Source: an optimization exercise on an open RTL-to-GDS flow (aim: small area, a short achievable clock period and few clock cycles per item). Production flows keep margins and buffers that such runs may drop.
The RTL was checked by simulation tests, not by an equivalence proof against the original design.
Power is estimated from default activity; no workload was simulated.

==> flow/design.v (excerpt) <==
module floating_carpma #(
	parameter N_BIT 		= 64,
	parameter EXPONENT 		= 11,
	parameter FRACTION      = 52,
	parameter DURUM_UST_BIT = 105,
	parameter BIAS 			= 1023,
	parameter CSW           = 408   
	)
    (
	input 		clk,
	input 		rst,
	input 		start,
	input 		[N_BIT-1:0] carpan,
	input 		[N_BIT-1:0] carpilan,
	output 		[N_BIT-1:0] sonuc,
	output 		ready,
	output 		done
    );
make LEC_CHECK=0 CAP_MARGIN=20 CORE_MARGIN=2 CORE_UTILIZATION=40 SLEW_MARGIN=20 finish   # period 6.0 ns
run.sh (not shown) runs the stock make flow with config.mk's settings and CLKGATE_MAP_FILE= SYNTH_SCRIPT=/design/flow/synth_recipe.tcl, a recipe that flattens the netlist after the stock synthesis.
Testbench counts at the start, summed over its fixed seeds: cycles 3,216, ops 3,200.
Then changed:
--- a/flow/config.mk
+++ b/flow/config.mk
@@ -7,5 +7,7 @@
 export LEC_CHECK = 0
+export ABC_CLOCK_PERIOD_IN_PS = 3000
 export CAP_MARGIN = 20
 export CORE_MARGIN = 2
-export CORE_UTILIZATION = 40
+export CORE_UTILIZATION = 55
+export SETUP_SLACK_MARGIN = 2.5
 export SLEW_MARGIN = 20
What happened:
- The new run did not get past global routing (GRT-0116)
- synthesized area is unchanged
- synthesized cell count is unchanged

floating_carpma, a different RTL version from the one above (not shown whole).
For scale: roughly 7500 cells after synthesis, roughly 87000 um2 of cells after synthesis.
==> flow/design.v (excerpt) <==
module floating_carpma #(
	parameter N_BIT 		= 64,
	parameter EXPONENT 		= 11,
	parameter FRACTION      = 52,
	parameter DURUM_UST_BIT = 105,
	parameter BIAS 			= 1023,
	parameter CS1W          = 530,   
	parameter CS2W          = 207
	)
    (
	input 		clk,
	input 		rst,
	input 		start,
	input 		[N_BIT-1:0] carpan,
	input 		[N_BIT-1:0] carpilan,
	output 		[N_BIT-1:0] sonuc,
	output 		ready,
	output 		done
    );
Settings: LEC_CHECK=0, CAP_MARGIN=20, CORE_MARGIN=2, CORE_UTILIZATION=45, CTS_BUF_LIST=sky130_fd_sc_hd__clkbuf_8 sky130_fd_sc_hd__clkbuf_4, SETUP_SLACK_MARGIN=3.0, SLEW_MARGIN=20, SYNTH_HIERARCHICAL=1, SYNTH_MINIMUM_KEEP_SIZE=0; clock period 6.0 ns.
Testbench counts at the start, summed over its fixed seeds: cycles 3,232, ops 3,200.
Rerun with:
- CTS_BUF_LIST: sky130_fd_sc_hd__clkbuf_8 sky130_fd_sc_hd__clkbuf_4 -> sky130_fd_sc_hd__clkbuf_4 sky130_fd_sc_hd__clkbuf_2
Effect: The changed run finished clean. Utilization went down by 0.24 points. Area after synthesis is unchanged. Power went down by 2.0%. Cell area went down by 0.50%. Flip-flop and latch count is unchanged. Worst setup slack gets worse by 0.0060 ns. Global-route usage went up by 0.25 points. Routed wire length went up by 2.3%. Sequential share of layout area went up by 0.16 points. Final cell count went up by 1.7%.
Rerun with:
- CTS_BUF_LIST: sky130_fd_sc_hd__clkbuf_4 sky130_fd_sc_hd__clkbuf_2 -> sky130_fd_sc_hd__clkbuf_8 sky130_fd_sc_hd__clkbuf_4
- PLACE_DENSITY: unset -> 0.75
What happened: Worst setup slack gets worse by 0.023 ns. Routed wire length rose slightly. Die area stays the same.

## job 6655
floating_carpma, a different RTL version from the one above (not shown whole).
Size: roughly 92000 um^2 of cells after synthesis.
export LEC_CHECK = 0
export CAP_MARGIN = 20
export CORE_MARGIN = 2
export CORE_UTILIZATION = 45
export SETUP_SLACK_MARGIN = 3.0
export SLEW_MARGIN = 20
export SYNTH_HIERARCHICAL = 1
export SYNTH_MINIMUM_KEEP_SIZE = 0
create_clock -name core_clock -period 6.0 [get_ports {clk}]
Job 6655 reached the final stage; the timing, DRC and antenna checks on its layout passed.
Testbench counts of job 6655, summed over its fixed seeds: cycles 3,232, ops 3,200.
Changes in job 7517 relative to job 6655:
# job 6655
export LEC_CHECK = 0
export CAP_MARGIN = 20
export CORE_MARGIN = 2
export CORE_UTILIZATION = 45
export SETUP_SLACK_MARGIN = 3.0
export SLEW_MARGIN = 20
export SYNTH_HIERARCHICAL = 1
export SYNTH_MINIMUM_KEEP_SIZE = 0
create_clock -name core_clock -period 6.0 [get_ports {clk}]
# job 7517
export LEC_CHECK = 0
export CAP_MARGIN = 20
export CORE_MARGIN = 2
export CORE_UTILIZATION = 55
export SETUP_SLACK_MARGIN = 3.0
export SLEW_MARGIN = 20
export SYNTH_HIERARCHICAL = 1
export SYNTH_MINIMUM_KEEP_SIZE = 0
create_clock -name core_clock -period 6.0 [get_ports {clk}]
Notes after the runs:
The final layout from job 7517, which completed every stage, passed the timing, DRC and antenna checks at the end of the flow.
Comparing fraction of layout instances using a drive strength above 1 for job 6655 and job 7517, the smaller number came from job 6655.
Job 7517 vs job 6655 — combinational power dropped about 1%.
Part of the power in the clock network: job 7517 vs job 6655 up 0.3 points
Relative to job 6655, global-route usage has increased by 8.0 points in job 7517.
Re part of the power in combinational logic: job 6655 and job 7517 aren't equal, and the lower value belongs to job 7517.
Going from job 6655 to job 7517, die area went down; sequential share of layout area did not really move.
Looking at starting utilization of the core area across job 6655 and job 7517, the one that comes out higher is job 7517.
diff inputs: job 7517 => job 7379
# job 7517
export LEC_CHECK = 0
export CAP_MARGIN = 20
export CORE_MARGIN = 2
export CORE_UTILIZATION = 55
export SETUP_SLACK_MARGIN = 3.0
export SLEW_MARGIN = 20
export SYNTH_HIERARCHICAL = 1
export SYNTH_MINIMUM_KEEP_SIZE = 0
create_clock -name core_clock -period 6.0 [get_ports {clk}]
# job 7379
export LEC_CHECK = 0
export CAP_MARGIN = 20
export CORE_MARGIN = 2
export CORE_UTILIZATION = 45
export CTS_BUF_LIST = sky130_fd_sc_hd__clkbuf_8 sky130_fd_sc_hd__clkbuf_4
export SETUP_SLACK_MARGIN = 3.0
export SLEW_MARGIN = 20
export SYNTH_HIERARCHICAL = 1
export SYNTH_MINIMUM_KEEP_SIZE = 0
create_clock -name core_clock -period 6.0 [get_ports {clk}]
==> comparison <==
[compare] base=job 7517 new=job 7379: cell-internal power lower, static power due to leakage essentially unchanged, combinational cell fraction of total power climbed 0.8 points, layout-stage area growth over the synthesis result shows a reduction of 0.17 points.
Diff job 7517 and job 7379: share of power burned in the clock network higher in job 7517

-- what the ideal ports hide --
No port has a modelled driver above. Below, the same layouts with a new extraction and two added sets of constraints. Step 1 sets driving cells, clkbuf_16 on the clock port and buf_2 on the other inputs (assumed; they add their load-dependent delay and slew). Step 2 times the ports against the registers' clock, not the clock port: input delays grow and output delays shrink by t, the midpoint of the rising clock arrivals with the driver on. a / b / c = ideal ports / drivers / drivers and shift; a / b = the first two.
run | t (ns) | slack for setup (ns) | worst slew at a driven data input, ns
the first run of note 1 | 0.835 | 0.544 / 0.544 / 0.544 | 0.13
the first run of note 2 | 1.107 | 2.902 / 2.902 / 2.286 | 0.18
the second run of note 2 | 1.519 | 2.895 / 2.856 / 2.280 | 0.18
the third run of note 2 | 1.101 | 2.872 / 2.872 / 2.298 | 0.05
job 6655 | 0.922 | 2.903 / 2.903 / 2.383 | 0.48
job 7517 | 0.883 | 2.945 / 2.945 / 2.363 | 0.19
job 7379 | 1.099 | 2.930 / 2.930 / 2.352 | 0.40
After both steps every run listed still meets setup and hold. For the first run of note 2, which loses most, drivers alone change the setup slack by 0.000 ns; drivers and shift together by -0.616 ns.
